Context: an optimization exercise on an open-source flow, tuned for small area, a short achievable clock period and few clock cycles per item. The choices shown serve that exercise and are no tape-out recipe.
Function was checked by simulation only, so behaviour that the tests miss may differ from the original.

==> flow/design.v, too long to show whole: its modules and the start of the top module <==
// module FFT: 665 lines
module FFT(clk, rst_n, in_valid, din_r, din_i, out_valid, dout_r, dout_i);
  // ...
==> flow/flow/run.sh <==
#!/bin/bash
set -euo pipefail
export SETUP_SLACK_MARGIN=8
bash standard.sh finish > flow_make.log 2>&1
==> flow/standard.sh <==
#!/bin/bash
# synth_recipe.tcl (not shown) runs the flow's synth.tcl, then flattens the netlist and writes it again
# the make line also repeats each setting of config.mk as NAME=value (left out here)
make -C /OpenROAD-flow-scripts/flow DESIGN_CONFIG=/design/flow/config.mk WORK_HOME=/design/flow/orfs CLKGATE_MAP_FILE= SYNTH_SCRIPT=/design/flow/synth_recipe.tcl "${@:-finish}"
==> flow/config.mk <==
export PLATFORM = sky130hd
export DESIGN_NAME = FFT
export DESIGN_NICKNAME = FFT
export VERILOG_FILES = /design/flow/design.v
export SDC_FILE = /design/flow/constraint.sdc
export NUM_CORES = 4
export LEC_CHECK = 0
export CAP_MARGIN = 20
export CORE_MARGIN = 2
export CORE_UTILIZATION = 40
export PLACE_DENSITY = 0.6
export SLEW_MARGIN = 20
==> flow/constraint.sdc <==
create_clock -name core_clock -period 12.0 [get_ports {clk}]
set_input_delay 2.4000 -clock core_clock [delete_from_list [all_inputs] [get_ports {clk}]]
set_output_delay 2.4000 -clock core_clock [all_outputs]
set_load 0.01 [all_outputs]
==> notes.md, run 1 <==
vias in the first global route 73600; CTS resizes 200; Inverters 1484; most common cell after layout, fill and taps aside dfxtp_1; Synth async-reset ratio 0.511%; status no timing/DRC/antenna violations; Leading cell kind multi-input combinational cells; Overall Global Routing Usage 24.6%; Initial Util approximately two fifths; #MultiIn Comb roughly 6500; Synth Warn # 9; CP Class reg -> reg; Distinct cells, synth 80; RePlAce Congestion 0.929; via count of the routed design ~72000; Worst Tran Pin Value 1.20 ns; total CTS buffers between 150 and 200; Crit. Startpoint tw3t_r_k[2]; Hold Slack 0.327 ns; post-layout util a little under half; most frequent cells in the layout 1675 x dfxtp_1, 1449 x inv_1, 927 x fa_1, 744 x nand2_1, 683 x ha_1; Rel. slew slack 19.6%; CTS tree yes; fin crit period roughly 4 ns; DIE WIDTH ~510 µm; worst skew pair latency 0.86 ns; worst setup path end E1r[15]; pre-CTS WS roughly 6.9 ns; core area around 250000 µm²; stages on the worst setup path 16; Setup Skew 0.0573 ns
Testbench counts, summed over its fixed seeds: cycles 26,496, frames 384.
==> run 2: changes to the inputs <==
--- a/flow/design.v
+++ b/flow/design.v
@@ -280,63 +280,103 @@
 always @(posedge clk) begin
   S4r <= a4r + xr; S4i <= a4i + xi;
   D4r <= a4r - xr; D4i <= a4i - xi;
 end
 wire signed [15:0] tw4_xr = D4r, tw4_xi = D4i;
 wire signed [15:0] tw4_xr_sh0 = tw4_xr >>> 0;
 wire signed [15:0] tw4_xr_sh1 = tw4_xr >>> 1;
 wire signed [15:0] tw4_xr_sh2 = tw4_xr >>> 2;
-wire [15:0] tw4_t1 = ((tw4_xr_sh0 & {16{tw4_r0_s0}}) | (tw4_xr_sh1 & {16{tw4_r0_s1}}) | (tw4_xr_sh2 & {16{tw4_r0_s2}})) ^ {16{tw4_r0_ng}};
+wire [15:0] tw4_t1 = {3'd0, ~((tw4_xr[12] & (tw4_r0_s0 | tw4_r0_s1 | tw4_r0_s2)) ^ tw4_r0_ng), ((tw4_xr_sh0[11:0] & {12{tw4_r0_s0}}) | (tw4_xr_sh1[11:0] & {12{tw4_r0_s1}}) | (tw4_xr_sh2[11:0] & {12{tw4_r0_s2}})) ^ {12{tw4_r0_ng}}};
 wire signed [15:0] tw4_xr_sh3 = tw4_xr >>> 3;
 wire signed [15:0] tw4_xr_sh4 = tw4_xr >>> 4;
 wire signed [15:0] tw4_xr_sh5 = tw4_xr >>> 5;
 wire signed [15:0] tw4_xr_sh6 = tw4_xr >>> 6;
-wire [15:0] tw4_t2 = ((tw4_xr_sh2 & {16{tw4_r1_s2}}) | (tw4_xr_sh3 & {16{tw4_r1_s3}}) | (tw4_xr_sh4 & {16{tw4_r1_s4}}) | (tw4_xr_sh5 & {16{tw4_r1_s5}}) | (tw4_xr_sh6 & {16{tw4_r1_s6}})) ^ {16{tw4_r1_ng}};
-wire [15:0] tw4_t3 = ((tw4_xr_sh4 & {16{tw4_r2_s4}}) | (tw4_xr_sh6 & {16{tw4_r2_s6}})) ^ {16{tw4_r2_ng}};
-wire [15:0] tw4_t4 = ((tw4_xr_sh6 & {16{tw4_r3_s6}})) ^ {16{tw4_r3_ng}};
+wire [15:0] tw4_t2 = {5'd0, ~((tw4_xr[12] & (tw4_r1_s2 | tw4_r1_s3 | tw4_r1_s4 | tw4_r1_s5 | tw4_r1_s6)) ^ tw4_r1_ng), ((tw4_xr_sh2[9:0] & {10{tw4_r1_s2}}) | (tw4_xr_sh3[9:0] & {10{tw4_r1_s3}}) | (tw4_xr_sh4[9:0] & {10{tw4_r1_s4}}) | (tw4_xr_sh5[9:0] & {10{tw4_r1_s5}}) | (tw4_xr_sh6[9:0] & {10{tw4_r1_s6}})) ^ {10{tw4_r1_ng}}};
+wire [15:0] tw4_t3 = {7'd0, ~((tw4_xr[12] & (tw4_r2_s4 | tw4_r2_s6)) ^ tw4_r2_ng), ((tw4_xr_sh4[7:0] & {8{tw4_r2_s4}}) | (tw4_xr_sh6[7:0] & {8{tw4_r2_s6}})) ^ {8{tw4_r2_ng}}};
+wire [15:0] tw4_t4 = {9'd0, ~((tw4_xr[12] & (tw4_r3_s6)) ^ tw4_r3_ng), ((tw4_xr_sh6[5:0] & {6{tw4_r3_s6}})) ^ {6{tw4_r3_ng}}};
 wire signed [15:0] tw4_xi_sh0 = tw4_xi >>> 0;
 wire signed [15:0] tw4_xi_sh1 = tw4_xi >>> 1;
 wire signed [15:0] tw4_xi_sh2 = tw4_xi >>> 2;
-wire [15:0] tw4_t5 = (tw4_xi_sh0 & {16{tw4_r4_s0}}) | (tw4_xi_sh1 & {16{tw4_r4_s1}}) | (tw4_xi_sh2 & {16{tw4_r4_s2}});
+wire [15:0] tw4_t5 = {3'd0, ~(tw4_xi[12] & (tw4_r4_s0 | tw4_r4_s1 | tw4_r4_s2)), (tw4_xi_sh0[11:0] & {12{tw4_r4_s0}}) | (tw4_xi_sh1[11:0] & {12{tw4_r4_s1}}) | (tw4_xi_sh2[11:0] & {12{tw4_r4_s2}})};
 wire signed [15:0] tw4_xi_sh3 = tw4_xi >>> 3;
 wire signed [15:0] tw4_xi_sh4 = tw4_xi >>> 4;
 wire signed [15:0] tw4_xi_sh5 = tw4_xi >>> 5;
-wire [15:0] tw4_t6 = ((tw4_xi_sh2 & {16{tw4_r5_s2}}) | (tw4_xi_sh3 & {16{tw4_r5_s3}}) | (tw4_xi_sh4 & {16{tw4_r5_s4}}) | (tw4_xi_sh5 & {16{tw4_r5_s5}})) ^ {16{tw4_r5_ng}};
+wire [15:0] tw4_t6 = {5'd0, ~((tw4_xi[12] & (tw4_r5_s2 | tw4_r5_s3 | tw4_r5_s4 | tw4_r5_s5)) ^ tw4_r5_ng), ((tw4_xi_sh2[9:0] & {10{tw4_r5_s2}}) | (tw4_xi_sh3[9:0] & {10{tw4_r5_s3}}) | (tw4_xi_sh4[9:0] & {10{tw4_r5_s4}}) | (tw4_xi_sh5[9:0] & {10{tw4_r5_s5}})) ^ {10{tw4_r5_ng}}};
 wire signed [15:0] tw4_xi_sh6 = tw4_xi >>> 6;
-wire [15:0] tw4_t7 = ((tw4_xi_sh4 & {16{tw4_r6_s4}}) | (tw4_xi_sh6 & {16{tw4_r6_s6}})) ^ {16{tw4_r6_ng}};
-wire [15:0] tw4_t8 = (tw4_xi_sh6 & {16{tw4_r7_s6}});
+wire [15:0] tw4_t7 = {7'd0, ~((tw4_xi[12] & (tw4_r6_s4 | tw4_r6_s6)) ^ tw4_r6_ng), ((tw4_xi_sh4[7:0] & {8{tw4_r6_s4}}) | (tw4_xi_sh6[7:0] & {8{tw4_r6_s6}})) ^ {8{tw4_r6_ng}}};
+wire [15:0] tw4_t8 = {9'd0, ~(tw4_xi[12] & (tw4_r7_s6)), (tw4_xi_sh6[5:0] & {6{tw4_r7_s6}})};
+reg [15:0] tw4_r_kc;
+always @(posedge clk) case (tw4_n)
+  4'd0: tw4_r_kc <= 16'd54656;
+  4'd1: tw4_r_kc <= 16'd54658;
+  4'd2: tw4_r_kc <= 16'd54659;
+  4'd3: tw4_r_kc <= 16'd54658;
+  4'd4: tw4_r_kc <= 16'd54660;
+  4'd5: tw4_r_kc <= 16'd54658;
+  4'd6: tw4_r_kc <= 16'd54659;
+  4'd7: tw4_r_kc <= 16'd54658;
+  4'd8: tw4_r_kc <= 16'd54656;
+  4'd9: tw4_r_kc <= 16'd54658;
+  4'd10: tw4_r_kc <= 16'd54659;
+  4'd11: tw4_r_kc <= 16'd54659;
+  4'd12: tw4_r_kc <= 16'd54660;
+  4'd13: tw4_r_kc <= 16'd54660;
+  4'd14: tw4_r_kc <= 16'd54658;
+  4'd15: tw4_r_kc <= 16'd54658;
+  default: tw4_r_kc <= 16'd0;
+endcase
 wire [15:0] tw4rs9 = tw4_t1 ^ tw4_t2 ^ tw4_t3;
 wire [15:0] tw4rc10 = {((tw4_t1) & (tw4_t2) | (tw4_t1) & (tw4_t3) | (tw4_t2) & (tw4_t3)), 1'b0};
 wire [15:0] tw4rs11 = tw4_t4 ^ tw4_t5 ^ tw4_t6;
 wire [15:0] tw4rc12 = {((tw4_t4) & (tw4_t5) | (tw4_t4) & (tw4_t6) | (tw4_t5) & (tw4_t6)), 1'b0};
-wire [15:0] tw4rs13 = tw4_t7 ^ tw4_t8 ^ {13'd0, tw4_r_k};
-wire [15:0] tw4rc14 = {((tw4_t7) & (tw4_t8) | (tw4_t7) & ({13'd0, tw4_r_k}) | (tw4_t8) & ({13'd0, tw4_r_k})), 1'b0};
+wire [15:0] tw4rs13 = tw4_t7 ^ tw4_t8 ^ tw4_r_kc;
+wire [15:0] tw4rc14 = {((tw4_t7) & (tw4_t8) | (tw4_t7) & (tw4_r_kc) | (tw4_t8) & (tw4_r_kc)), 1'b0};
 wire [15:0] tw4rs15 = tw4rs9 ^ tw4rc10 ^ tw4rs11;
 wire [15:0] tw4rc16 = {((tw4rs9) & (tw4rc10) | (tw4rs9) & (tw4rs11) | (tw4rc10) & (tw4rs11)), 1'b0};
 wire [15:0] tw4rs17 = tw4rc12 ^ tw4rs13 ^ tw4rc14;
 wire [15:0] tw4rc18 = {((tw4rc12) & (tw4rs13) | (tw4rc12) & (tw4rc14) | (tw4rs13) & (tw4rc14)), 1'b0};
 wire [15:0] tw4rs19 = tw4rs15 ^ tw4rc16 ^ tw4rs17;
 wire [15:0] tw4rc20 = {((tw4rs15) & (tw4rc16) | (tw4rs15) & (tw4rs17) | (tw4rc16) & (tw4rs17)), 1'b0};
 wire [15:0] tw4rs21 = tw4rs19 ^ tw4rc20 ^ tw4rc18;
 wire [15:0] tw4rc22 = {((tw4rs19) & (tw4rc20) | (tw4rs19) & (tw4rc18) | (tw4rc20) & (tw4rc18)), 1'b0};
-wire [15:0] tw4_t23 = ((tw4_xr_sh0 & {16{tw4_i0_s0}}) | (tw4_xr_sh1 & {16{tw4_i0_s1}}) | (tw4_xr_sh2 & {16{tw4_i0_s2}})) ^ {16{tw4_i0_ng}};
-wire [15:0] tw4_t24 = ((tw4_xr_sh2 & {16{tw4_i1_s2}}) | (tw4_xr_sh3 & {16{tw4_i1_s3}}) | (tw4_xr_sh4 & {16{tw4_i1_s4}}) | (tw4_xr_sh5 & {16{tw4_i1_s5}})) ^ {16{tw4_i1_ng}};
-wire [15:0] tw4_t25 = ((tw4_xr_sh4 & {16{tw4_i2_s4}}) | (tw4_xr_sh6 & {16{tw4_i2_s6}})) ^ {16{tw4_i2_ng}};
-wire [15:0] tw4_t26 = ((tw4_xr_sh6 & {16{tw4_i3_s6}})) ^ {16{tw4_i3_ng}};
-wire [15:0] tw4_t27 = ((tw4_xi_sh0 & {16{tw4_i4_s0}}) | (tw4_xi_sh1 & {16{tw4_i4_s1}}) | (tw4_xi_sh2 & {16{tw4_i4_s2}})) ^ {16{tw4_i4_ng}};
-wire [15:0] tw4_t28 = ((tw4_xi_sh2 & {16{tw4_i5_s2}}) | (tw4_xi_sh3 & {16{tw4_i5_s3}}) | (tw4_xi_sh4 & {16{tw4_i5_s4}}) | (tw4_xi_sh5 & {16{tw4_i5_s5}}) | (tw4_xi_sh6 & {16{tw4_i5_s6}})) ^ {16{tw4_i5_ng}};
-wire [15:0] tw4_t29 = ((tw4_xi_sh4 & {16{tw4_i6_s4}}) | (tw4_xi_sh6 & {16{tw4_i6_s6}})) ^ {16{tw4_i6_ng}};
-wire [15:0] tw4_t30 = ((tw4_xi_sh6 & {16{tw4_i7_s6}})) ^ {16{tw4_i7_ng}};
+wire [15:0] tw4_t23 = {3'd0, ~((tw4_xr[12] & (tw4_i0_s0 | tw4_i0_s1 | tw4_i0_s2)) ^ tw4_i0_ng), ((tw4_xr_sh0[11:0] & {12{tw4_i0_s0}}) | (tw4_xr_sh1[11:0] & {12{tw4_i0_s1}}) | (tw4_xr_sh2[11:0] & {12{tw4_i0_s2}})) ^ {12{tw4_i0_ng}}};
+wire [15:0] tw4_t24 = {5'd0, ~((tw4_xr[12] & (tw4_i1_s2 | tw4_i1_s3 | tw4_i1_s4 | tw4_i1_s5)) ^ tw4_i1_ng), ((tw4_xr_sh2[9:0] & {10{tw4_i1_s2}}) | (tw4_xr_sh3[9:0] & {10{tw4_i1_s3}}) | (tw4_xr_sh4[9:0] & {10{tw4_i1_s4}}) | (tw4_xr_sh5[9:0] & {10{tw4_i1_s5}})) ^ {10{tw4_i1_ng}}};
+wire [15:0] tw4_t25 = {7'd0, ~((tw4_xr[12] & (tw4_i2_s4 | tw4_i2_s6)) ^ tw4_i2_ng), ((tw4_xr_sh4[7:0] & {8{tw4_i2_s4}}) | (tw4_xr_sh6[7:0] & {8{tw4_i2_s6}})) ^ {8{tw4_i2_ng}}};
+wire [15:0] tw4_t26 = {9'd0, ~((tw4_xr[12] & (tw4_i3_s6)) ^ tw4_i3_ng), ((tw4_xr_sh6[5:0] & {6{tw4_i3_s6}})) ^ {6{tw4_i3_ng}}};
+wire [15:0] tw4_t27 = {3'd0, ~((tw4_xi[12] & (tw4_i4_s0 | tw4_i4_s1 | tw4_i4_s2)) ^ tw4_i4_ng), ((tw4_xi_sh0[11:0] & {12{tw4_i4_s0}}) | (tw4_xi_sh1[11:0] & {12{tw4_i4_s1}}) | (tw4_xi_sh2[11:0] & {12{tw4_i4_s2}})) ^ {12{tw4_i4_ng}}};
+wire [15:0] tw4_t28 = {5'd0, ~((tw4_xi[12] & (tw4_i5_s2 | tw4_i5_s3 | tw4_i5_s4 | tw4_i5_s5 | tw4_i5_s6)) ^ tw4_i5_ng), ((tw4_xi_sh2[9:0] & {10{tw4_i5_s2}}) | (tw4_xi_sh3[9:0] & {10{tw4_i5_s3}}) | (tw4_xi_sh4[9:0] & {10{tw4_i5_s4}}) | (tw4_xi_sh5[9:0] & {10{tw4_i5_s5}}) | (tw4_xi_sh6[9:0] & {10{tw4_i5_s6}})) ^ {10{tw4_i5_ng}}};
+wire [15:0] tw4_t29 = {7'd0, ~((tw4_xi[12] & (tw4_i6_s4 | tw4_i6_s6)) ^ tw4_i6_ng), ((tw4_xi_sh4[7:0] & {8{tw4_i6_s4}}) | (tw4_xi_sh6[7:0] & {8{tw4_i6_s6}})) ^ {8{tw4_i6_ng}}};
+wire [15:0] tw4_t30 = {9'd0, ~((tw4_xi[12] & (tw4_i7_s6)) ^ tw4_i7_ng), ((tw4_xi_sh6[5:0] & {6{tw4_i7_s6}})) ^ {6{tw4_i7_ng}}};
+reg [15:0] tw4_i_kc;
+always @(posedge clk) case (tw4_n)
+  4'd0: tw4_i_kc <= 16'd54656;
+  4'd1: tw4_i_kc <= 16'd54658;
+  4'd2: tw4_i_kc <= 16'd54659;
+  4'd3: tw4_i_kc <= 16'd54659;
+  4'd4: tw4_i_kc <= 16'd54660;
+  4'd5: tw4_i_kc <= 16'd54659;
+  4'd6: tw4_i_kc <= 16'd54658;
+  4'd7: tw4_i_kc <= 16'd54658;
+  4'd8: tw4_i_kc <= 16'd54657;
+  4'd9: tw4_i_kc <= 16'd54658;
+  4'd10: tw4_i_kc <= 16'd54658;
+  4'd11: tw4_i_kc <= 16'd54661;
+  4'd12: tw4_i_kc <= 16'd54661;
+  4'd13: tw4_i_kc <= 16'd54661;
+  4'd14: tw4_i_kc <= 16'd54658;
+  4'd15: tw4_i_kc <= 16'd54658;
+  default: tw4_i_kc <= 16'd0;
+endcase
 wire [15:0] tw4is31 = tw4_t23 ^ tw4_t24 ^ tw4_t25;
 wire [15:0] tw4ic32 = {((tw4_t23) & (tw4_t24) | (tw4_t23) & (tw4_t25) | (tw4_t24) & (tw4_t25)), 1'b0};
 wire [15:0] tw4is33 = tw4_t26 ^ tw4_t27 ^ tw4_t28;
 wire [15:0] tw4ic34 = {((tw4_t26) & (tw4_t27) | (tw4_t26) & (tw4_t28) | (tw4_t27) & (tw4_t28)), 1'b0};
-wire [15:0] tw4is35 = tw4_t29 ^ tw4_t30 ^ {13'd0, tw4_i_k};
-wire [15:0] tw4ic36 = {((tw4_t29) & (tw4_t30) | (tw4_t29) & ({13'd0, tw4_i_k}) | (tw4_t30) & ({13'd0, tw4_i_k})), 1'b0};
+wire [15:0] tw4is35 = tw4_t29 ^ tw4_t30 ^ tw4_i_kc;
+wire [15:0] tw4ic36 = {((tw4_t29) & (tw4_t30) | (tw4_t29) & (tw4_i_kc) | (tw4_t30) & (tw4_i_kc)), 1'b0};
 wire [15:0] tw4is37 = tw4is31 ^ tw4ic32 ^ tw4is33;
 wire [15:0] tw4ic38 = {((tw4is31) & (tw4ic32) | (tw4is31) & (tw4is33) | (tw4ic32) & (tw4is33)), 1'b0};
 wire [15:0] tw4is39 = tw4ic34 ^ tw4is35 ^ tw4ic36;
 wire [15:0] tw4ic40 = {((tw4ic34) & (tw4is35) | (tw4ic34) & (tw4ic36) | (tw4is35) & (tw4ic36)), 1'b0};
 wire [15:0] tw4is41 = tw4is37 ^ tw4ic38 ^ tw4is39;
 wire [15:0] tw4ic42 = {((tw4is37) & (tw4ic38) | (tw4is37) & (tw4is39) | (tw4ic38) & (tw4is39)), 1'b0};
 wire [15:0] tw4is43 = tw4is41 ^ tw4ic42 ^ tw4ic40;
 wire [15:0] tw4ic44 = {((tw4is41) & (tw4ic42) | (tw4is41) & (tw4ic40) | (tw4ic42) & (tw4ic40)), 1'b0};
@@ -344,62 +384,86 @@
 always @(posedge clk) begin C4rs <= tw4rs21; C4rc <= tw4rc22; C4is <= tw4is43; C4ic <= tw4ic44; end
 wire [15:0] t4r = C4rs + C4rc, t4i = C4is + C4ic;
 wire signed [13:0] s3t_r = r0r[7] + S4r, s3t_i = r0i[7] + S4i;
 reg signed [13:0] D3tr, D3ti;
 always @(posedge clk) begin D3tr <= r0r[7] - S4r; D3ti <= r0i[7] - S4i; end
 wire signed [15:0] tw3t_xr = D3tr, tw3t_xi = D3ti;
 wire signed [15:0] tw3t_xr_sh0 = tw3t_xr >>> 0;
 wire signed [15:0] tw3t_xr_sh1 = tw3t_xr >>> 1;
-wire [15:0] tw3t_t45 = ((tw3t_xr_sh0 & {16{tw3t_r0_s0}}) | (tw3t_xr_sh1 & {16{tw3t_r0_s1}})) ^ {16{tw3t_r0_ng}};
+wire [15:0] tw3t_t45 = {2'd0, ~((tw3t_xr[13] & (tw3t_r0_s0 | tw3t_r0_s1)) ^ tw3t_r0_ng), ((tw3t_xr_sh0[12:0] & {13{tw3t_r0_s0}}) | (tw3t_xr_sh1[12:0] & {13{tw3t_r0_s1}})) ^ {13{tw3t_r0_ng}}};
 wire signed [15:0] tw3t_xr_sh2 = tw3t_xr >>> 2;
 wire signed [15:0] tw3t_xr_sh3 = tw3t_xr >>> 3;
 wire signed [15:0] tw3t_xr_sh4 = tw3t_xr >>> 4;
-wire [15:0] tw3t_t46 = ((tw3t_xr_sh2 & {16{tw3t_r1_s2}}) | (tw3t_xr_sh3 & {16{tw3t_r1_s3}}) | (tw3t_xr_sh4 & {16{tw3t_r1_s4}})) ^ {16{tw3t_r1_ng}};
+wire [15:0] tw3t_t46 = {4'd0, ~((tw3t_xr[13] & (tw3t_r1_s2 | tw3t_r1_s3 | tw3t_r1_s4)) ^ tw3t_r1_ng), ((tw3t_xr_sh2[10:0] & {11{tw3t_r1_s2}}) | (tw3t_xr_sh3[10:0] & {11{tw3t_r1_s3}}) | (tw3t_xr_sh4[10:0] & {11{tw3t_r1_s4}})) ^ {11{tw3t_r1_ng}}};
 wire signed [15:0] tw3t_xr_sh6 = tw3t_xr >>> 6;
-wire [15:0] tw3t_t47 = ((tw3t_xr_sh4 & {16{tw3t_r2_s4}}) | (tw3t_xr_sh6 & {16{tw3t_r2_s6}})) ^ {16{tw3t_r2_ng}};
-wire [15:0] tw3t_t48 = ((tw3t_xr_sh6 & {16{tw3t_r3_s6}})) ^ {16{tw3t_r3_ng}};
+wire [15:0] tw3t_t47 = {6'd0, ~((tw3t_xr[13] & (tw3t_r2_s4 | tw3t_r2_s6)) ^ tw3t_r2_ng), ((tw3t_xr_sh4[8:0] & {9{tw3t_r2_s4}}) | (tw3t_xr_sh6[8:0] & {9{tw3t_r2_s6}})) ^ {9{tw3t_r2_ng}}};
+wire [15:0] tw3t_t48 = {8'd0, ~((tw3t_xr[13] & (tw3t_r3_s6)) ^ tw3t_r3_ng), ((tw3t_xr_sh6[6:0] & {7{tw3t_r3_s6}})) ^ {7{tw3t_r3_ng}}};
 wire signed [15:0] tw3t_xi_sh0 = tw3t_xi >>> 0;
 wire signed [15:0] tw3t_xi_sh1 = tw3t_xi >>> 1;
-wire [15:0] tw3t_t49 = (tw3t_xi_sh0 & {16{tw3t_r4_s0}}) | (tw3t_xi_sh1 & {16{tw3t_r4_s1}});
+wire [15:0] tw3t_t49 = {2'd0, ~(tw3t_xi[13] & (tw3t_r4_s0 | tw3t_r4_s1)), (tw3t_xi_sh0[12:0] & {13{tw3t_r4_s0}}) | (tw3t_xi_sh1[12:0] & {13{tw3t_r4_s1}})};
 wire signed [15:0] tw3t_xi_sh2 = tw3t_xi >>> 2;
 wire signed [15:0] tw3t_xi_sh3 = tw3t_xi >>> 3;
 wire signed [15:0] tw3t_xi_sh4 = tw3t_xi >>> 4;
-wire [15:0] tw3t_t50 = ((tw3t_xi_sh2 & {16{tw3t_r5_s2}}) | (tw3t_xi_sh3 & {16{tw3t_r5_s3}}) | (tw3t_xi_sh4 & {16{tw3t_r5_s4}})) ^ {16{tw3t_r5_ng}};
+wire [15:0] tw3t_t50 = {4'd0, ~((tw3t_xi[13] & (tw3t_r5_s2 | tw3t_r5_s3 | tw3t_r5_s4)) ^ tw3t_r5_ng), ((tw3t_xi_sh2[10:0] & {11{tw3t_r5_s2}}) | (tw3t_xi_sh3[10:0] & {11{tw3t_r5_s3}}) | (tw3t_xi_sh4[10:0] & {11{tw3t_r5_s4}})) ^ {11{tw3t_r5_ng}}};
 wire signed [15:0] tw3t_xi_sh6 = tw3t_xi >>> 6;
-wire [15:0] tw3t_t51 = ((tw3t_xi_sh4 & {16{tw3t_r6_s4}}) | (tw3t_xi_sh6 & {16{tw3t_r6_s6}})) ^ {16{tw3t_r6_ng}};
-wire [15:0] tw3t_t52 = (tw3t_xi_sh6 & {16{tw3t_r7_s6}});
+wire [15:0] tw3t_t51 = {6'd0, ~((tw3t_xi[13] & (tw3t_r6_s4 | tw3t_r6_s6)) ^ tw3t_r6_ng), ((tw3t_xi_sh4[8:0] & {9{tw3t_r6_s4}}) | (tw3t_xi_sh6[8:0] & {9{tw3t_r6_s6}})) ^ {9{tw3t_r6_ng}}};
+wire [15:0] tw3t_t52 = {8'd0, ~(tw3t_xi[13] & (tw3t_r7_s6)), (tw3t_xi_sh6[6:0] & {7{tw3t_r7_s6}})};
+reg [15:0] tw3t_r_kc;
+always @(posedge clk) case (tw3t_n)
+  3'd0: tw3t_r_kc <= 16'd43776;
+  3'd1: tw3t_r_kc <= 16'd43779;
+  3'd2: tw3t_r_kc <= 16'd43780;
+  3'd3: tw3t_r_kc <= 16'd43779;
+  3'd4: tw3t_r_kc <= 16'd43776;
+  3'd5: tw3t_r_kc <= 16'd43779;
+  3'd6: tw3t_r_kc <= 16'd43780;
+  3'd7: tw3t_r_kc <= 16'd43778;
+  default: tw3t_r_kc <= 16'd0;
+endcase
 wire [15:0] tw3trs53 = tw3t_t45 ^ tw3t_t46 ^ tw3t_t47;
 wire [15:0] tw3trc54 = {((tw3t_t45) & (tw3t_t46) | (tw3t_t45) & (tw3t_t47) | (tw3t_t46) & (tw3t_t47)), 1'b0};
 wire [15:0] tw3trs55 = tw3t_t48 ^ tw3t_t49 ^ tw3t_t50;
 wire [15:0] tw3trc56 = {((tw3t_t48) & (tw3t_t49) | (tw3t_t48) & (tw3t_t50) | (tw3t_t49) & (tw3t_t50)), 1'b0};
-wire [15:0] tw3trs57 = tw3t_t51 ^ tw3t_t52 ^ {13'd0, tw3t_r_k};
-wire [15:0] tw3trc58 = {((tw3t_t51) & (tw3t_t52) | (tw3t_t51) & ({13'd0, tw3t_r_k}) | (tw3t_t52) & ({13'd0, tw3t_r_k})), 1'b0};
+wire [15:0] tw3trs57 = tw3t_t51 ^ tw3t_t52 ^ tw3t_r_kc;
+wire [15:0] tw3trc58 = {((tw3t_t51) & (tw3t_t52) | (tw3t_t51) & (tw3t_r_kc) | (tw3t_t52) & (tw3t_r_kc)), 1'b0};
 wire [15:0] tw3trs59 = tw3trs53 ^ tw3trc54 ^ tw3trs55;
 wire [15:0] tw3trc60 = {((tw3trs53) & (tw3trc54) | (tw3trs53) & (tw3trs55) | (tw3trc54) & (tw3trs55)), 1'b0};
 wire [15:0] tw3trs61 = tw3trc56 ^ tw3trs57 ^ tw3trc58;
 wire [15:0] tw3trc62 = {((tw3trc56) & (tw3trs57) | (tw3trc56) & (tw3trc58) | (tw3trs57) & (tw3trc58)), 1'b0};
 wire [15:0] tw3trs63 = tw3trs59 ^ tw3trc60 ^ tw3trs61;
 wire [15:0] tw3trc64 = {((tw3trs59) & (tw3trc60) | (tw3trs59) & (tw3trs61) | (tw3trc60) & (tw3trs61)), 1'b0};
 wire [15:0] tw3trs65 = tw3trs63 ^ tw3trc64 ^ tw3trc62;
 wire [15:0] tw3trc66 = {((tw3trs63) & (tw3trc64) | (tw3trs63) & (tw3trc62) | (tw3trc64) & (tw3trc62)), 1'b0};
-wire [15:0] tw3t_t67 = ((tw3t_xr_sh0 & {16{tw3t_i0_s0}}) | (tw3t_xr_sh1 & {16{tw3t_i0_s1}})) ^ {16{tw3t_i0_ng}};
-wire [15:0] tw3t_t68 = ((tw3t_xr_sh2 & {16{tw3t_i1_s2}}) | (tw3t_xr_sh3 & {16{tw3t_i1_s3}}) | (tw3t_xr_sh4 & {16{tw3t_i1_s4}})) ^ {16{tw3t_i1_ng}};
-wire [15:0] tw3t_t69 = (tw3t_xr_sh4 & {16{tw3t_i2_s4}}) | (tw3t_xr_sh6 & {16{tw3t_i2_s6}});
-wire [15:0] tw3t_t70 = ((tw3t_xr_sh6 & {16{tw3t_i3_s6}})) ^ {16{tw3t_i3_ng}};
-wire [15:0] tw3t_t71 = ((tw3t_xi_sh0 & {16{tw3t_i4_s0}}) | (tw3t_xi_sh1 & {16{tw3t_i4_s1}})) ^ {16{tw3t_i4_ng}};
-wire [15:0] tw3t_t72 = ((tw3t_xi_sh2 & {16{tw3t_i5_s2}}) | (tw3t_xi_sh3 & {16{tw3t_i5_s3}}) | (tw3t_xi_sh4 & {16{tw3t_i5_s4}})) ^ {16{tw3t_i5_ng}};
-wire [15:0] tw3t_t73 = ((tw3t_xi_sh4 & {16{tw3t_i6_s4}}) | (tw3t_xi_sh6 & {16{tw3t_i6_s6}})) ^ {16{tw3t_i6_ng}};
-wire [15:0] tw3t_t74 = ((tw3t_xi_sh6 & {16{tw3t_i7_s6}})) ^ {16{tw3t_i7_ng}};
+wire [15:0] tw3t_t67 = {2'd0, ~((tw3t_xr[13] & (tw3t_i0_s0 | tw3t_i0_s1)) ^ tw3t_i0_ng), ((tw3t_xr_sh0[12:0] & {13{tw3t_i0_s0}}) | (tw3t_xr_sh1[12:0] & {13{tw3t_i0_s1}})) ^ {13{tw3t_i0_ng}}};
+wire [15:0] tw3t_t68 = {4'd0, ~((tw3t_xr[13] & (tw3t_i1_s2 | tw3t_i1_s3 | tw3t_i1_s4)) ^ tw3t_i1_ng), ((tw3t_xr_sh2[10:0] & {11{tw3t_i1_s2}}) | (tw3t_xr_sh3[10:0] & {11{tw3t_i1_s3}}) | (tw3t_xr_sh4[10:0] & {11{tw3t_i1_s4}})) ^ {11{tw3t_i1_ng}}};
+wire [15:0] tw3t_t69 = {6'd0, ~(tw3t_xr[13] & (tw3t_i2_s4 | tw3t_i2_s6)), (tw3t_xr_sh4[8:0] & {9{tw3t_i2_s4}}) | (tw3t_xr_sh6[8:0] & {9{tw3t_i2_s6}})};
+wire [15:0] tw3t_t70 = {8'd0, ~((tw3t_xr[13] & (tw3t_i3_s6)) ^ tw3t_i3_ng), ((tw3t_xr_sh6[6:0] & {7{tw3t_i3_s6}})) ^ {7{tw3t_i3_ng}}};
+wire [15:0] tw3t_t71 = {2'd0, ~((tw3t_xi[13] & (tw3t_i4_s0 | tw3t_i4_s1)) ^ tw3t_i4_ng), ((tw3t_xi_sh0[12:0] & {13{tw3t_i4_s0}}) | (tw3t_xi_sh1[12:0] & {13{tw3t_i4_s1}})) ^ {13{tw3t_i4_ng}}};
+wire [15:0] tw3t_t72 = {4'd0, ~((tw3t_xi[13] & (tw3t_i5_s2 | tw3t_i5_s3 | tw3t_i5_s4)) ^ tw3t_i5_ng), ((tw3t_xi_sh2[10:0] & {11{tw3t_i5_s2}}) | (tw3t_xi_sh3[10:0] & {11{tw3t_i5_s3}}) | (tw3t_xi_sh4[10:0] & {11{tw3t_i5_s4}})) ^ {11{tw3t_i5_ng}}};
+wire [15:0] tw3t_t73 = {6'd0, ~((tw3t_xi[13] & (tw3t_i6_s4 | tw3t_i6_s6)) ^ tw3t_i6_ng), ((tw3t_xi_sh4[8:0] & {9{tw3t_i6_s4}}) | (tw3t_xi_sh6[8:0] & {9{tw3t_i6_s6}})) ^ {9{tw3t_i6_ng}}};
+wire [15:0] tw3t_t74 = {8'd0, ~((tw3t_xi[13] & (tw3t_i7_s6)) ^ tw3t_i7_ng), ((tw3t_xi_sh6[6:0] & {7{tw3t_i7_s6}})) ^ {7{tw3t_i7_ng}}};
+reg [15:0] tw3t_i_kc;
+always @(posedge clk) case (tw3t_n)
+  3'd0: tw3t_i_kc <= 16'd43776;
+  3'd1: tw3t_i_kc <= 16'd43779;
+  3'd2: tw3t_i_kc <= 16'd43780;
+  3'd3: tw3t_i_kc <= 16'd43778;
+  3'd4: tw3t_i_kc <= 16'd43777;
+  3'd5: tw3t_i_kc <= 16'd43778;
+  3'd6: tw3t_i_kc <= 16'd43781;
+  3'd7: tw3t_i_kc <= 16'd43778;
+  default: tw3t_i_kc <= 16'd0;
+endcase
 wire [15:0] tw3tis75 = tw3t_t67 ^ tw3t_t68 ^ tw3t_t69;
 wire [15:0] tw3tic76 = {((tw3t_t67) & (tw3t_t68) | (tw3t_t67) & (tw3t_t69) | (tw3t_t68) & (tw3t_t69)), 1'b0};
 wire [15:0] tw3tis77 = tw3t_t70 ^ tw3t_t71 ^ tw3t_t72;
 wire [15:0] tw3tic78 = {((tw3t_t70) & (tw3t_t71) | (tw3t_t70) & (tw3t_t72) | (tw3t_t71) & (tw3t_t72)), 1'b0};
-wire [15:0] tw3tis79 = tw3t_t73 ^ tw3t_t74 ^ {13'd0, tw3t_i_k};
-wire [15:0] tw3tic80 = {((tw3t_t73) & (tw3t_t74) | (tw3t_t73) & ({13'd0, tw3t_i_k}) | (tw3t_t74) & ({13'd0, tw3t_i_k})), 1'b0};
+wire [15:0] tw3tis79 = tw3t_t73 ^ tw3t_t74 ^ tw3t_i_kc;
+wire [15:0] tw3tic80 = {((tw3t_t73) & (tw3t_t74) | (tw3t_t73) & (tw3t_i_kc) | (tw3t_t74) & (tw3t_i_kc)), 1'b0};
 wire [15:0] tw3tis81 = tw3tis75 ^ tw3tic76 ^ tw3tis77;
 wire [15:0] tw3tic82 = {((tw3tis75) & (tw3tic76) | (tw3tis75) & (tw3tis77) | (tw3tic76) & (tw3tis77)), 1'b0};
 wire [15:0] tw3tis83 = tw3tic78 ^ tw3tis79 ^ tw3tic80;
 wire [15:0] tw3tic84 = {((tw3tic78) & (tw3tis79) | (tw3tic78) & (tw3tic80) | (tw3tis79) & (tw3tic80)), 1'b0};
 wire [15:0] tw3tis85 = tw3tis81 ^ tw3tic82 ^ tw3tis83;
 wire [15:0] tw3tic86 = {((tw3tis81) & (tw3tic82) | (tw3tis81) & (tw3tis83) | (tw3tic82) & (tw3tis83)), 1'b0};
 wire [15:0] tw3tis87 = tw3tis85 ^ tw3tic86 ^ tw3tic84;
 wire [15:0] tw3tic88 = {((tw3tis85) & (tw3tic86) | (tw3tis85) & (tw3tic84) | (tw3tic86) & (tw3tic84)), 1'b0};
@@ -412,62 +476,86 @@
 wire [15:0] d3rs89 = b2r ^ ~C4rs ^ ~C4rc;
 wire [15:0] d3rc90 = {((b2r) & (~C4rs) | (b2r) & (~C4rc) | (~C4rs) & (~C4rc)), 1'b1};
 wire [15:0] d3is91 = b2i ^ ~C4is ^ ~C4ic;
 wire [15:0] d3ic92 = {((b2i) & (~C4is) | (b2i) & (~C4ic) | (~C4is) & (~C4ic)), 1'b1};
 always @(posedge clk) begin D3br <= d3rs89 + d3rc90 + 16'd1; D3bi <= d3is91 + d3ic92 + 16'd1; end
 wire signed [15:0] tw3b_xr = D3br, tw3b_xi = D3bi;
 wire signed [15:0] tw3b_xr_sh0 = tw3b_xr >>> 0;
 wire signed [15:0] tw3b_xr_sh1 = tw3b_xr >>> 1;
-wire [15:0] tw3b_t93 = ((tw3b_xr_sh0 & {16{tw3b_r0_s0}}) | (tw3b_xr_sh1 & {16{tw3b_r0_s1}})) ^ {16{tw3b_r0_ng}};
+wire [15:0] tw3b_t93 = {~((tw3b_xr[15] & (tw3b_r0_s0 | tw3b_r0_s1)) ^ tw3b_r0_ng), ((tw3b_xr_sh0[14:0] & {15{tw3b_r0_s0}}) | (tw3b_xr_sh1[14:0] & {15{tw3b_r0_s1}})) ^ {15{tw3b_r0_ng}}};
 wire signed [15:0] tw3b_xr_sh2 = tw3b_xr >>> 2;
 wire signed [15:0] tw3b_xr_sh3 = tw3b_xr >>> 3;
 wire signed [15:0] tw3b_xr_sh4 = tw3b_xr >>> 4;
-wire [15:0] tw3b_t94 = ((tw3b_xr_sh2 & {16{tw3b_r1_s2}}) | (tw3b_xr_sh3 & {16{tw3b_r1_s3}}) | (tw3b_xr_sh4 & {16{tw3b_r1_s4}})) ^ {16{tw3b_r1_ng}};
+wire [15:0] tw3b_t94 = {2'd0, ~((tw3b_xr[15] & (tw3b_r1_s2 | tw3b_r1_s3 | tw3b_r1_s4)) ^ tw3b_r1_ng), ((tw3b_xr_sh2[12:0] & {13{tw3b_r1_s2}}) | (tw3b_xr_sh3[12:0] & {13{tw3b_r1_s3}}) | (tw3b_xr_sh4[12:0] & {13{tw3b_r1_s4}})) ^ {13{tw3b_r1_ng}}};
 wire signed [15:0] tw3b_xr_sh6 = tw3b_xr >>> 6;
-wire [15:0] tw3b_t95 = ((tw3b_xr_sh4 & {16{tw3b_r2_s4}}) | (tw3b_xr_sh6 & {16{tw3b_r2_s6}})) ^ {16{tw3b_r2_ng}};
-wire [15:0] tw3b_t96 = ((tw3b_xr_sh6 & {16{tw3b_r3_s6}})) ^ {16{tw3b_r3_ng}};
+wire [15:0] tw3b_t95 = {4'd0, ~((tw3b_xr[15] & (tw3b_r2_s4 | tw3b_r2_s6)) ^ tw3b_r2_ng), ((tw3b_xr_sh4[10:0] & {11{tw3b_r2_s4}}) | (tw3b_xr_sh6[10:0] & {11{tw3b_r2_s6}})) ^ {11{tw3b_r2_ng}}};
+wire [15:0] tw3b_t96 = {6'd0, ~((tw3b_xr[15] & (tw3b_r3_s6)) ^ tw3b_r3_ng), ((tw3b_xr_sh6[8:0] & {9{tw3b_r3_s6}})) ^ {9{tw3b_r3_ng}}};
 wire signed [15:0] tw3b_xi_sh0 = tw3b_xi >>> 0;
 wire signed [15:0] tw3b_xi_sh1 = tw3b_xi >>> 1;
-wire [15:0] tw3b_t97 = (tw3b_xi_sh0 & {16{tw3b_r4_s0}}) | (tw3b_xi_sh1 & {16{tw3b_r4_s1}});
+wire [15:0] tw3b_t97 = {~(tw3b_xi[15] & (tw3b_r4_s0 | tw3b_r4_s1)), (tw3b_xi_sh0[14:0] & {15{tw3b_r4_s0}}) | (tw3b_xi_sh1[14:0] & {15{tw3b_r4_s1}})};
 wire signed [15:0] tw3b_xi_sh2 = tw3b_xi >>> 2;
 wire signed [15:0] tw3b_xi_sh3 = tw3b_xi >>> 3;
 wire signed [15:0] tw3b_xi_sh4 = tw3b_xi >>> 4;
-wire [15:0] tw3b_t98 = ((tw3b_xi_sh2 & {16{tw3b_r5_s2}}) | (tw3b_xi_sh3 & {16{tw3b_r5_s3}}) | (tw3b_xi_sh4 & {16{tw3b_r5_s4}})) ^ {16{tw3b_r5_ng}};
+wire [15:0] tw3b_t98 = {2'd0, ~((tw3b_xi[15] & (tw3b_r5_s2 | tw3b_r5_s3 | tw3b_r5_s4)) ^ tw3b_r5_ng), ((tw3b_xi_sh2[12:0] & {13{tw3b_r5_s2}}) | (tw3b_xi_sh3[12:0] & {13{tw3b_r5_s3}}) | (tw3b_xi_sh4[12:0] & {13{tw3b_r5_s4}})) ^ {13{tw3b_r5_ng}}};
 wire signed [15:0] tw3b_xi_sh6 = tw3b_xi >>> 6;
-wire [15:0] tw3b_t99 = ((tw3b_xi_sh4 & {16{tw3b_r6_s4}}) | (tw3b_xi_sh6 & {16{tw3b_r6_s6}})) ^ {16{tw3b_r6_ng}};
-wire [15:0] tw3b_t100 = (tw3b_xi_sh6 & {16{tw3b_r7_s6}});
+wire [15:0] tw3b_t99 = {4'd0, ~((tw3b_xi[15] & (tw3b_r6_s4 | tw3b_r6_s6)) ^ tw3b_r6_ng), ((tw3b_xi_sh4[10:0] & {11{tw3b_r6_s4}}) | (tw3b_xi_sh6[10:0] & {11{tw3b_r6_s6}})) ^ {11{tw3b_r6_ng}}};
+wire [15:0] tw3b_t100 = {6'd0, ~(tw3b_xi[15] & (tw3b_r7_s6)), (tw3b_xi_sh6[8:0] & {9{tw3b_r7_s6}})};
+reg [15:0] tw3b_r_kc;
+always @(posedge clk) case (tw3b_n)
+  3'd0: tw3b_r_kc <= 16'd44032;
+  3'd1: tw3b_r_kc <= 16'd44035;
+  3'd2: tw3b_r_kc <= 16'd44036;
+  3'd3: tw3b_r_kc <= 16'd44035;
+  3'd4: tw3b_r_kc <= 16'd44032;
+  3'd5: tw3b_r_kc <= 16'd44035;
+  3'd6: tw3b_r_kc <= 16'd44036;
+  3'd7: tw3b_r_kc <= 16'd44034;
+  default: tw3b_r_kc <= 16'd0;
+endcase
 wire [15:0] tw3brs101 = tw3b_t93 ^ tw3b_t94 ^ tw3b_t95;
 wire [15:0] tw3brc102 = {((tw3b_t93) & (tw3b_t94) | (tw3b_t93) & (tw3b_t95) | (tw3b_t94) & (tw3b_t95)), 1'b0};
 wire [15:0] tw3brs103 = tw3b_t96 ^ tw3b_t97 ^ tw3b_t98;
 wire [15:0] tw3brc104 = {((tw3b_t96) & (tw3b_t97) | (tw3b_t96) & (tw3b_t98) | (tw3b_t97) & (tw3b_t98)), 1'b0};
-wire [15:0] tw3brs105 = tw3b_t99 ^ tw3b_t100 ^ {13'd0, tw3b_r_k};
-wire [15:0] tw3brc106 = {((tw3b_t99) & (tw3b_t100) | (tw3b_t99) & ({13'd0, tw3b_r_k}) | (tw3b_t100) & ({13'd0, tw3b_r_k})), 1'b0};
+wire [15:0] tw3brs105 = tw3b_t99 ^ tw3b_t100 ^ tw3b_r_kc;
+wire [15:0] tw3brc106 = {((tw3b_t99) & (tw3b_t100) | (tw3b_t99) & (tw3b_r_kc) | (tw3b_t100) & (tw3b_r_kc)), 1'b0};
 wire [15:0] tw3brs107 = tw3brs101 ^ tw3brc102 ^ tw3brs103;
 wire [15:0] tw3brc108 = {((tw3brs101) & (tw3brc102) | (tw3brs101) & (tw3brs103) | (tw3brc102) & (tw3brs103)), 1'b0};
 wire [15:0] tw3brs109 = tw3brc104 ^ tw3brs105 ^ tw3brc106;
 wire [15:0] tw3brc110 = {((tw3brc104) & (tw3brs105) | (tw3brc104) & (tw3brc106) | (tw3brs105) & (tw3brc106)), 1'b0};
 wire [15:0] tw3brs111 = tw3brs107 ^ tw3brc108 ^ tw3brs109;
 wire [15:0] tw3brc112 = {((tw3brs107) & (tw3brc108) | (tw3brs107) & (tw3brs109) | (tw3brc108) & (tw3brs109)), 1'b0};
 wire [15:0] tw3brs113 = tw3brs111 ^ tw3brc112 ^ tw3brc110;
 wire [15:0] tw3brc114 = {((tw3brs111) & (tw3brc112) | (tw3brs111) & (tw3brc110) | (tw3brc112) & (tw3brc110)), 1'b0};
-wire [15:0] tw3b_t115 = ((tw3b_xr_sh0 & {16{tw3b_i0_s0}}) | (tw3b_xr_sh1 & {16{tw3b_i0_s1}})) ^ {16{tw3b_i0_ng}};
-wire [15:0] tw3b_t116 = ((tw3b_xr_sh2 & {16{tw3b_i1_s2}}) | (tw3b_xr_sh3 & {16{tw3b_i1_s3}}) | (tw3b_xr_sh4 & {16{tw3b_i1_s4}})) ^ {16{tw3b_i1_ng}};
-wire [15:0] tw3b_t117 = (tw3b_xr_sh4 & {16{tw3b_i2_s4}}) | (tw3b_xr_sh6 & {16{tw3b_i2_s6}});
-wire [15:0] tw3b_t118 = ((tw3b_xr_sh6 & {16{tw3b_i3_s6}})) ^ {16{tw3b_i3_ng}};
-wire [15:0] tw3b_t119 = ((tw3b_xi_sh0 & {16{tw3b_i4_s0}}) | (tw3b_xi_sh1 & {16{tw3b_i4_s1}})) ^ {16{tw3b_i4_ng}};
-wire [15:0] tw3b_t120 = ((tw3b_xi_sh2 & {16{tw3b_i5_s2}}) | (tw3b_xi_sh3 & {16{tw3b_i5_s3}}) | (tw3b_xi_sh4 & {16{tw3b_i5_s4}})) ^ {16{tw3b_i5_ng}};
-wire [15:0] tw3b_t121 = ((tw3b_xi_sh4 & {16{tw3b_i6_s4}}) | (tw3b_xi_sh6 & {16{tw3b_i6_s6}})) ^ {16{tw3b_i6_ng}};
-wire [15:0] tw3b_t122 = ((tw3b_xi_sh6 & {16{tw3b_i7_s6}})) ^ {16{tw3b_i7_ng}};
+wire [15:0] tw3b_t115 = {~((tw3b_xr[15] & (tw3b_i0_s0 | tw3b_i0_s1)) ^ tw3b_i0_ng), ((tw3b_xr_sh0[14:0] & {15{tw3b_i0_s0}}) | (tw3b_xr_sh1[14:0] & {15{tw3b_i0_s1}})) ^ {15{tw3b_i0_ng}}};
+wire [15:0] tw3b_t116 = {2'd0, ~((tw3b_xr[15] & (tw3b_i1_s2 | tw3b_i1_s3 | tw3b_i1_s4)) ^ tw3b_i1_ng), ((tw3b_xr_sh2[12:0] & {13{tw3b_i1_s2}}) | (tw3b_xr_sh3[12:0] & {13{tw3b_i1_s3}}) | (tw3b_xr_sh4[12:0] & {13{tw3b_i1_s4}})) ^ {13{tw3b_i1_ng}}};
+wire [15:0] tw3b_t117 = {4'd0, ~(tw3b_xr[15] & (tw3b_i2_s4 | tw3b_i2_s6)), (tw3b_xr_sh4[10:0] & {11{tw3b_i2_s4}}) | (tw3b_xr_sh6[10:0] & {11{tw3b_i2_s6}})};
+wire [15:0] tw3b_t118 = {6'd0, ~((tw3b_xr[15] & (tw3b_i3_s6)) ^ tw3b_i3_ng), ((tw3b_xr_sh6[8:0] & {9{tw3b_i3_s6}})) ^ {9{tw3b_i3_ng}}};
+wire [15:0] tw3b_t119 = {~((tw3b_xi[15] & (tw3b_i4_s0 | tw3b_i4_s1)) ^ tw3b_i4_ng), ((tw3b_xi_sh0[14:0] & {15{tw3b_i4_s0}}) | (tw3b_xi_sh1[14:0] & {15{tw3b_i4_s1}})) ^ {15{tw3b_i4_ng}}};
+wire [15:0] tw3b_t120 = {2'd0, ~((tw3b_xi[15] & (tw3b_i5_s2 | tw3b_i5_s3 | tw3b_i5_s4)) ^ tw3b_i5_ng), ((tw3b_xi_sh2[12:0] & {13{tw3b_i5_s2}}) | (tw3b_xi_sh3[12:0] & {13{tw3b_i5_s3}}) | (tw3b_xi_sh4[12:0] & {13{tw3b_i5_s4}})) ^ {13{tw3b_i5_ng}}};
+wire [15:0] tw3b_t121 = {4'd0, ~((tw3b_xi[15] & (tw3b_i6_s4 | tw3b_i6_s6)) ^ tw3b_i6_ng), ((tw3b_xi_sh4[10:0] & {11{tw3b_i6_s4}}) | (tw3b_xi_sh6[10:0] & {11{tw3b_i6_s6}})) ^ {11{tw3b_i6_ng}}};
+wire [15:0] tw3b_t122 = {6'd0, ~((tw3b_xi[15] & (tw3b_i7_s6)) ^ tw3b_i7_ng), ((tw3b_xi_sh6[8:0] & {9{tw3b_i7_s6}})) ^ {9{tw3b_i7_ng}}};
+reg [15:0] tw3b_i_kc;
+always @(posedge clk) case (tw3b_n)
+  3'd0: tw3b_i_kc <= 16'd44032;
+  3'd1: tw3b_i_kc <= 16'd44035;
+  3'd2: tw3b_i_kc <= 16'd44036;
+  3'd3: tw3b_i_kc <= 16'd44034;
+  3'd4: tw3b_i_kc <= 16'd44033;
+  3'd5: tw3b_i_kc <= 16'd44034;
+  3'd6: tw3b_i_kc <= 16'd44037;
+  3'd7: tw3b_i_kc <= 16'd44034;
+  default: tw3b_i_kc <= 16'd0;
+endcase
 wire [15:0] tw3bis123 = tw3b_t115 ^ tw3b_t116 ^ tw3b_t117;
 wire [15:0] tw3bic124 = {((tw3b_t115) & (tw3b_t116) | (tw3b_t115) & (tw3b_t117) | (tw3b_t116) & (tw3b_t117)), 1'b0};
 wire [15:0] tw3bis125 = tw3b_t118 ^ tw3b_t119 ^ tw3b_t120;
 wire [15:0] tw3bic126 = {((tw3b_t118) & (tw3b_t119) | (tw3b_t118) & (tw3b_t120) | (tw3b_t119) & (tw3b_t120)), 1'b0};
-wire [15:0] tw3bis127 = tw3b_t121 ^ tw3b_t122 ^ {13'd0, tw3b_i_k};
-wire [15:0] tw3bic128 = {((tw3b_t121) & (tw3b_t122) | (tw3b_t121) & ({13'd0, tw3b_i_k}) | (tw3b_t122) & ({13'd0, tw3b_i_k})), 1'b0};
+wire [15:0] tw3bis127 = tw3b_t121 ^ tw3b_t122 ^ tw3b_i_kc;
+wire [15:0] tw3bic128 = {((tw3b_t121) & (tw3b_t122) | (tw3b_t121) & (tw3b_i_kc) | (tw3b_t122) & (tw3b_i_kc)), 1'b0};
 wire [15:0] tw3bis129 = tw3bis123 ^ tw3bic124 ^ tw3bis125;
 wire [15:0] tw3bic130 = {((tw3bis123) & (tw3bic124) | (tw3bis123) & (tw3bis125) | (tw3bic124) & (tw3bis125)), 1'b0};
 wire [15:0] tw3bis131 = tw3bic126 ^ tw3bis127 ^ tw3bic128;
 wire [15:0] tw3bic132 = {((tw3bic126) & (tw3bis127) | (tw3bic126) & (tw3bic128) | (tw3bis127) & (tw3bic128)), 1'b0};
 wire [15:0] tw3bis133 = tw3bis129 ^ tw3bic130 ^ tw3bis131;
 wire [15:0] tw3bic134 = {((tw3bis129) & (tw3bic130) | (tw3bis129) & (tw3bis131) | (tw3bic130) & (tw3bis131)), 1'b0};
 wire [15:0] tw3bis135 = tw3bis133 ^ tw3bic134 ^ tw3bic132;
 wire [15:0] tw3bic136 = {((tw3bis133) & (tw3bic134) | (tw3bis133) & (tw3bic132) | (tw3bic134) & (tw3bic132)), 1'b0};
==> flow/config.mk (replaced) <==
export PLATFORM = sky130hd
export DESIGN_NAME = FFT
export DESIGN_NICKNAME = FFT
export VERILOG_FILES = /design/flow/design.v
export SDC_FILE = /design/flow/constraint.sdc
export NUM_CORES = 4
export LEC_CHECK = 0
export CAP_MARGIN = 0
export CORE_MARGIN = 2
export CORE_UTILIZATION = 40
export PLACE_DENSITY = 0.6
export SLEW_MARGIN = 0
==> notes.md, run 2 <==
final setup violation count 0 (unchanged); Clock Tree Root clkbuf_16 (unchanged); Synth Warn # 9 (unchanged); most common cell in the synthesized netlist dfxtp_1 (unchanged); dpl cell area 102000 µm² (was 105000 µm²); CP Class reg -> reg (unchanged); total CTS buffers 182 (was 184); Final period util 33.3% (was 33.4%); Overall Global Routing Usage 24.4% (was 24.6%); first-pass GRT wire length 458000 µm (was 474000 µm); fin crit period 4.00 ns (was 4.01 ns); status no timing/DRC/antenna violations (unchanged); ys flop type dfxtp_1 (unchanged); I/O pin count 60 (unchanged); reg-to-reg startpoint qsel0[2] (was tw3t_r_k[2]); sequential fraction of the synthesis area 35.8% (was 34.8%); most common cell after layout, fill and taps aside dfxtp_1 (unchanged); Net Count, Synth 11400 (was 11800); drt pass-1 iters 9 (unchanged); Synth async-reset ratio 0.513% (was 0.511%); Die Y 500 µm (was 508 µm); total of max-cap violations 0 (unchanged); Worst setup SP type flip-flop (unchanged); Fin. Hold Viols 0 (unchanged); drt wl/cell 23.7 µm (was 23.5 µm); slowest stage delay, CP 0.71 ns (was 0.39 ns); # fillers 22700 (was 23700); post-route cell area 111000 µm² (was 115000 µm²); H-tree Lvls 4 (unchanged); worst-path cell chain buf_4, buf_12, bufbuf_16, a22o_1, a221oi_1, xnor2_1, ha_1, inv_1, o21ai_0, a41o_1, o41ai_4, o21bai_2, a21oi_2, xnor2_2 (was buf_12, bufbuf_16, bufbuf_16, a22oi_2, nand2_2, ha_4, and3_1, a32o_2, a311oi_4, a21oi_2, and2_4, a311oi_4, a21oi_2, a41o_1, o41a_1, xnor2_1); crit path buf inv count 4 (was 3); Worst Reg-to-Reg Cells 14 (was 16); port bufs 59 (unchanged); Detail Route Antenna Nets 0 (unchanged); post-synth top area share 35.5% (was 34.6%); min-delay src Y0r[4] (was d4); hold worst-path end Y0dr[4] (was e4); initial antenna violation count 28 (was 26); number of synthesized flops with an enable pin 0 (unchanged); via count of the routed design 70600 (was 72400); Slowest-stage cell, CP a221oi_1 (was dfxtp_4); Longest Clk Path Bufs 3 (unchanged); Rel. slew slack 9.83% (was 19.6%); worst skew pair latency 0.84 ns (was 0.86 ns); largest net degree at the start of global routing 178 (was 91); top cells by area, synth dfxtp_1 36%, fa_1 17%, ha_1 9.3% (was dfxtp_1 35%, fa_1 18%, ha_1 8.6%); worst reg-to-reg setup slack 8.00 ns (was 7.99 ns); DRC Markers 0 (unchanged); vias in the first global route 71300 (was 73600); critical path's top delay family compound AO/OA/AOI/OAI gates (unchanged); Distinct cells, synth 76 (was 80); DIE WIDTH 500 µm (was 508 µm); most instantiated cells after synthesis 1745 x dfxtp_1, 1251 x inv_1, 823 x fa_1, 765 x nand2_1, 728 x ha_1 (was 1753 x dfxtp_1, 1481 x inv_1, 936 x fa_1, 748 x nand2_1, 696 x ha_1); Clock Sinks 1754 (was 1762); Worst Path Required 12.69 ns (was 12.67 ns); drt total wl 311000 µm (was 322000 µm); most frequent cells in the layout 1684 x dfxtp_1, 1220 x inv_1, 811 x fa_1, 764 x nand2_1, 720 x ha_1 (was 1675 x dfxtp_1, 1449 x inv_1, 927 x fa_1, 744 x nand2_1, 683 x ha_1); core area 244000 µm² (was 252000 µm²); Hold WC Path Type reg -> reg (unchanged); non-filler instance count after layout 13100 (was 13700); RePlAce Congestion 0.941 (was 0.929); Row Count 181 (was 184); Critical Path AT 4.69 ns (was 4.68 ns); synthesized area 98300 µm² (was 101000 µm²); Pins Over Slew Limit 0 (unchanged); fmax 0.250 GHz (was 0.249 GHz); CTS Hold Bufs 0 (unchanged); CTS tree yes (unchanged); RSZ-0062 raised after global routing true (unchanged); layout cells sized above 1 7.95% (was 8.66%); CP Max Fanout 32 (was 12); Critical Path End Type flip-flop (unchanged); Setup Skew 0.0435 ns (was 0.0573 ns); Reg clk slew, reported paths 0.07 ns (was 0.06 ns); DR iter-0 viols 6592 (was 6259); Synth-to-Final Area Change 12.6% (was 12.9%); post-synth top area cell dfxtp_1 (unchanged); global route overflow 0 (unchanged); mean post-synth cell area 10.0 µm² (was 9.97 µm²); setup TNS 0 ns (unchanged); Worst Tran Pin Value 1.35 ns (was 1.20 ns); Initial Util 40.3% (about the same); die area 250000 µm² (was 258000 µm²); DPL Wire Length 239000 µm (was 250000 µm); Nets 11400 (was 11900); Hold Crit Depth 0 (unchanged); via/cell ratio 5.37 (was 5.28); FF-to-FF End E3r[15] (was E1r[15]); Synth Instances 9797 (was 10200); flops & latches, synth 1754 (was 1762); placed cell count 12700 (was 13200)
run 2: cell types whose count changed after synthesis, sizes merged, moves of 30 or more:
cell	delta
inv	-229
fa	-113
nor2	-43
a21oi	+35
ha	+32
a22oi	-30
run 2: how the worst max path moves through the flow:
stage,from,end,cells after the start
2_1_floorplan,din_i[0],D4i[12],12
3_3_place_gp,qsel0[2],E1i[14],16
3_5_place_dp,qsel0[2],E1i[14],16
4_1_cts,qsel0[1],E3i[14],15
5_1_grt,tw3t_r_kc[2],E3i[14],16
6_report,qsel0[2],E3r[15],14
run 2: area by class of cell:
cell class,instances,area [µm²],share of cell area [%]
clock buffer,253,5240,4.73
multi-input combinational,6326,57400,51.9
tap,3202,4010,3.62
antenna,5,12.5,0.0113
timing repair buffer,257,2770,2.50
inverter,1256,4800,4.34
clock inverter,81,1150,1.04
sequential,1754,35300,31.9
run 2: metrics by stage:
step / setup slack [ns] / hold WS, ns / util [%]
2_1_floorplan: 7.79 / 0.310 / -
3_3_place_gp: 6.56 / 0.310 / 41.8
3_5_place_dp: 6.56 / 0.312 / 41.8
4_1_cts: 7.88 / 0.326 / 45.0
5_1_grt: 7.86 / 0.338 / 45.4
6_report: 8.00 / 0.325 / 45.4
run 2: worst reg2reg max path, cell delays in order (launching register included):
cell       delay (ns)
dfxtp_4          0.37
buf_4            0.18
buf_12           0.15
bufbuf_16        0.34
a22o_1           0.24
a221oi_1         0.71
xnor2_1          0.19
ha_1             0.39
inv_1            0.10
o21ai_0          0.10
a41o_1           0.26
o41ai_4          0.29
o21bai_2         0.12
a21oi_2          0.19
xnor2_2          0.23
run 2: timing repair:
action,in CTS,in global routing
endpoints found under the setup margin,272,106
pin swaps,5,43
buffers inserted,57,52
gates resized for setup,170,144
cloned,10,2
run 2: logic make-up after synthesis:
group | count (synthesis) | synth area share, %
AO/OA/AOI/OAI | 2003 | 14.0
XOR/XNOR | 1022 | 9.12
multiplexers | 111 | 1.14
adder cells (fa/ha/maj) | 1551 | 26.0
AND/OR/NAND/NOR | 1639 | 7.34
flip-flops | 1754 | 35.8
buffers and inverters | 1717 | 6.58
run 2: metal layers:
metal	part of all wire, %	wire length [µm]	GRT usage (%)	vias up
li1	-	-	-	32300
met1	44	136000	33.3	35000
met2	45	140000	38.8	2658
met3	7.5	23400	4.19	543
met4	4.0	12300	9.04	12
met5	0.027	83	0	-
Testbench counts of run 2, summed over its fixed seeds: cycles 26,496, frames 384.
==> run 3: changes to the inputs <==
--- a/flow/config.mk
+++ b/flow/config.mk
@@ -7,3 +7,3 @@
 export LEC_CHECK = 0
-export CAP_MARGIN = 0
+export CAP_MARGIN = 20
 export CORE_MARGIN = 2
@@ -11,2 +11,2 @@
 export PLACE_DENSITY = 0.6
-export SLEW_MARGIN = 0
+export SLEW_MARGIN = 20
==> notes.md, run 3 <==
status no timing/DRC/antenna violations (unchanged); Critical Path AT 4.71 ns (was 4.69 ns); Setup Skew 0.0433 ns (was 0.0435 ns); DR iter-0 viols 6812 (was 6592); Fin. Hold Viols 0 (unchanged); flops & latches, synth 1754 (unchanged); Final period util 33.4% (was 33.3%); Slowest-stage cell, CP fa_1 (was a221oi_1); Hold Crit Depth 0 (unchanged); Distinct cells, synth 76 (unchanged); Nets 11400 (about the same); ys flop type dfxtp_1 (unchanged); I/O pin count 60 (unchanged); critical path's top delay family adder cells (was compound AO/OA/AOI/OAI gates); largest net degree at the start of global routing 178 (unchanged); via/cell ratio 5.38 (was 5.37); simple-gate share of the synthesized area 7.34% (unchanged); global route overflow 0 (unchanged); sequential fraction of the synthesis area 35.8% (unchanged); Net Count, Synth 11400 (unchanged); drt pass-1 iters 11 (was 9); crit path buf inv count 5 (was 4); Critical Path End Type flip-flop (unchanged); post-layout util 45.5% (was 45.4%); DPL Wire Length 239000 µm (about the same); GRT met3 Usage 3.91% (was 4.19%); Overall Global Routing Usage 24.3% (was 24.4%); mux cell area share after synthesis 1.14% (unchanged); synthesized area 98300 µm² (unchanged); post-synth top area cell dfxtp_1 (unchanged); Worst setup SP type flip-flop (unchanged); RePlAce Congestion 0.941 (unchanged); reg-to-reg startpoint tw3b_r_kc[2] (was qsel0[2]); Clock Tree Root clkbuf_16 (unchanged); DIE WIDTH 500 µm (unchanged); Worst Tran Pin Value 1.22 ns (was 1.35 ns); worst-path cell chain buf_6, buf_4, buf_8, a22oi_1, nand2_1, xor2_1, fa_1, inv_1, fa_1, fa_1, inv_1, fa_1 (was buf_4, buf_12, bufbuf_16, a22o_1, a221oi_1, xnor2_1, ha_1, inv_1, o21ai_0, a41o_1, o41ai_4, o21bai_2, a21oi_2, xnor2_2); slowest stage delay, CP 0.59 ns (was 0.71 ns); drt total wl 313000 µm (was 311000 µm); Longest Clk Path Bufs 3 (unchanged); vias in the first global route 71100 (was 71300); worst reg-to-reg setup slack 7.99 ns (was 8.00 ns); Synth Instances 9797 (unchanged); number of synthesized flops with an enable pin 0 (unchanged); pre-CTS WS 6.56 ns (about the same); largest family of logic cells by synthesized area adder cells (unchanged); met1 Use GR 33.5% (was 33.3%); via count of the routed design 70700 (was 70600); Clock Sinks 1754 (unchanged); most instantiated cells after synthesis 1745 x dfxtp_1, 1251 x inv_1, 823 x fa_1, 765 x nand2_1, 728 x ha_1 (unchanged); most common cell in the synthesized netlist dfxtp_1 (unchanged); Rel. slew slack 18.4% (was 9.83%); hold worst-path end r2r[7][14] (was Y0dr[4]); total CTS buffers 184 (was 182); total of max-cap violations 0 (unchanged); Synth Area in Compound Gates 14.0% (unchanged); final setup violation count 0 (unchanged); min-delay src r2r[6][14] (was Y0r[4]); FF-to-FF End C3brs[3] (was E3r[15]); mean post-synth cell area 10.0 µm² (unchanged); top cells by area, synth dfxtp_1 36%, fa_1 17%, ha_1 9.3% (unchanged); RSZ-0062 raised after global routing true (unchanged); CP Max Fanout 15 (was 32); drt wl/cell 23.8 µm (was 23.7 µm); first-pass GRT wire length 457000 µm (was 458000 µm); Hold WC Path Type reg -> reg (unchanged)
-- run 3: cell counts after synthesis --
No cell type changed its count.
-- run 3: cell families after synthesis --
kind of cell,count (synthesis)
adder cells (fa/ha/maj),1551
AO/OA/AOI/OAI,2003
flip-flops,1754
XOR/XNOR,1022
multiplexers,111
AND/OR/NAND/NOR,1639
buffers and inverters,1717
-- run 3: repair_timing --
| item | 4_1_cts | 5_1_grt |
|---|---|---|
| hold buffers | 0 | 0 |
| gates resized for setup | 160 | 151 |
| gates cloned | 7 | 10 |
| pin swaps | 7 | 44 |
| buffers inserted | 51 | 60 |
| setup endpoints to repair | 270 | 112 |
-- run 3: worst max-delay path by stage --
stage	cells after the start	from	endpoint	slack, ns
4_1_cts	16	tw3b_r_kc[2]	U0r[14]	7.84
6_report	12	tw3b_r_kc[2]	C3brs[3]	7.99
2_1_floorplan	12	din_i[0]	D4i[12]	7.79
3_3_place_gp	16	qsel0[2]	E1i[14]	6.56
3_5_place_dp	16	qsel0[2]	E3i[14]	6.56
5_1_grt	16	tw3b_r_kc[2]	U0r[14]	7.86
-- run 3: routing by layer --
metal	wire length [µm]	vias up
met5	55	-
met4	12300	8
met2	141000	2738
li1	-	32300
met1	136000	35100
met3	23600	527
-- run 3: area by class of cell --
class	count	area, µm²
Inverter	1256	4790
Timing Repair Buffer	266	2880
Tap cell	3202	4010
Antenna cell	7	17.5
Clock inverter	102	1490
Fill cell	22600	133000
Clock buffer	235	5130
Sequential cell	1754	35300
Multi-Input combinational cell	6326	57400
-- run 3: through the flow --
stage	instance area [µm²]	cells
3_5_place_dp	102000	12700
5_1_grt	111000	13100
4_1_cts	110000	13100
6_report	111000	13100
2_1_floorplan	98400	9797
3_3_place_gp	102000	12700

==> port drivers added, routing unchanged <==
Ports are ideal in the flow. The routed layouts listed here were re-timed in OpenROAD. Step 1 sets driving cells, clkbuf_16 on the clock port and buf_2 on the other inputs (assumed; they add their load-dependent delay and slew). Step 2 times the ports against the registers' clock, not the clock port: input delays grow and output delays shrink by t, the midpoint of the rising clock arrivals with the driver on. a / b / c = no drivers / after step 1 / after step 2; a / b = the first two.
run | t (ns) | slack for setup (ns) | hold WS [ns] | worst slew at a driven data input, ns | pins driven straight from the clock port
run 1 | 0.922 | 7.990 / 7.990 / 7.185 | 0.327 / 0.327 / 0.327 | 0.18 | 1
run 2 | 0.910 | 8.001 / 7.995 / 7.182 | 0.325 / 0.325 / 0.325 | 0.08 | 1
run 3 | 0.915 | 7.992 / 7.992 / 7.320 | 0.324 / 0.324 / 0.324 | 0.08 | 1
After both steps every run listed still meets setup and hold. For run 2, which loses most, drivers alone change the setup slack by -0.006 ns; drivers and shift together by -0.819 ns.
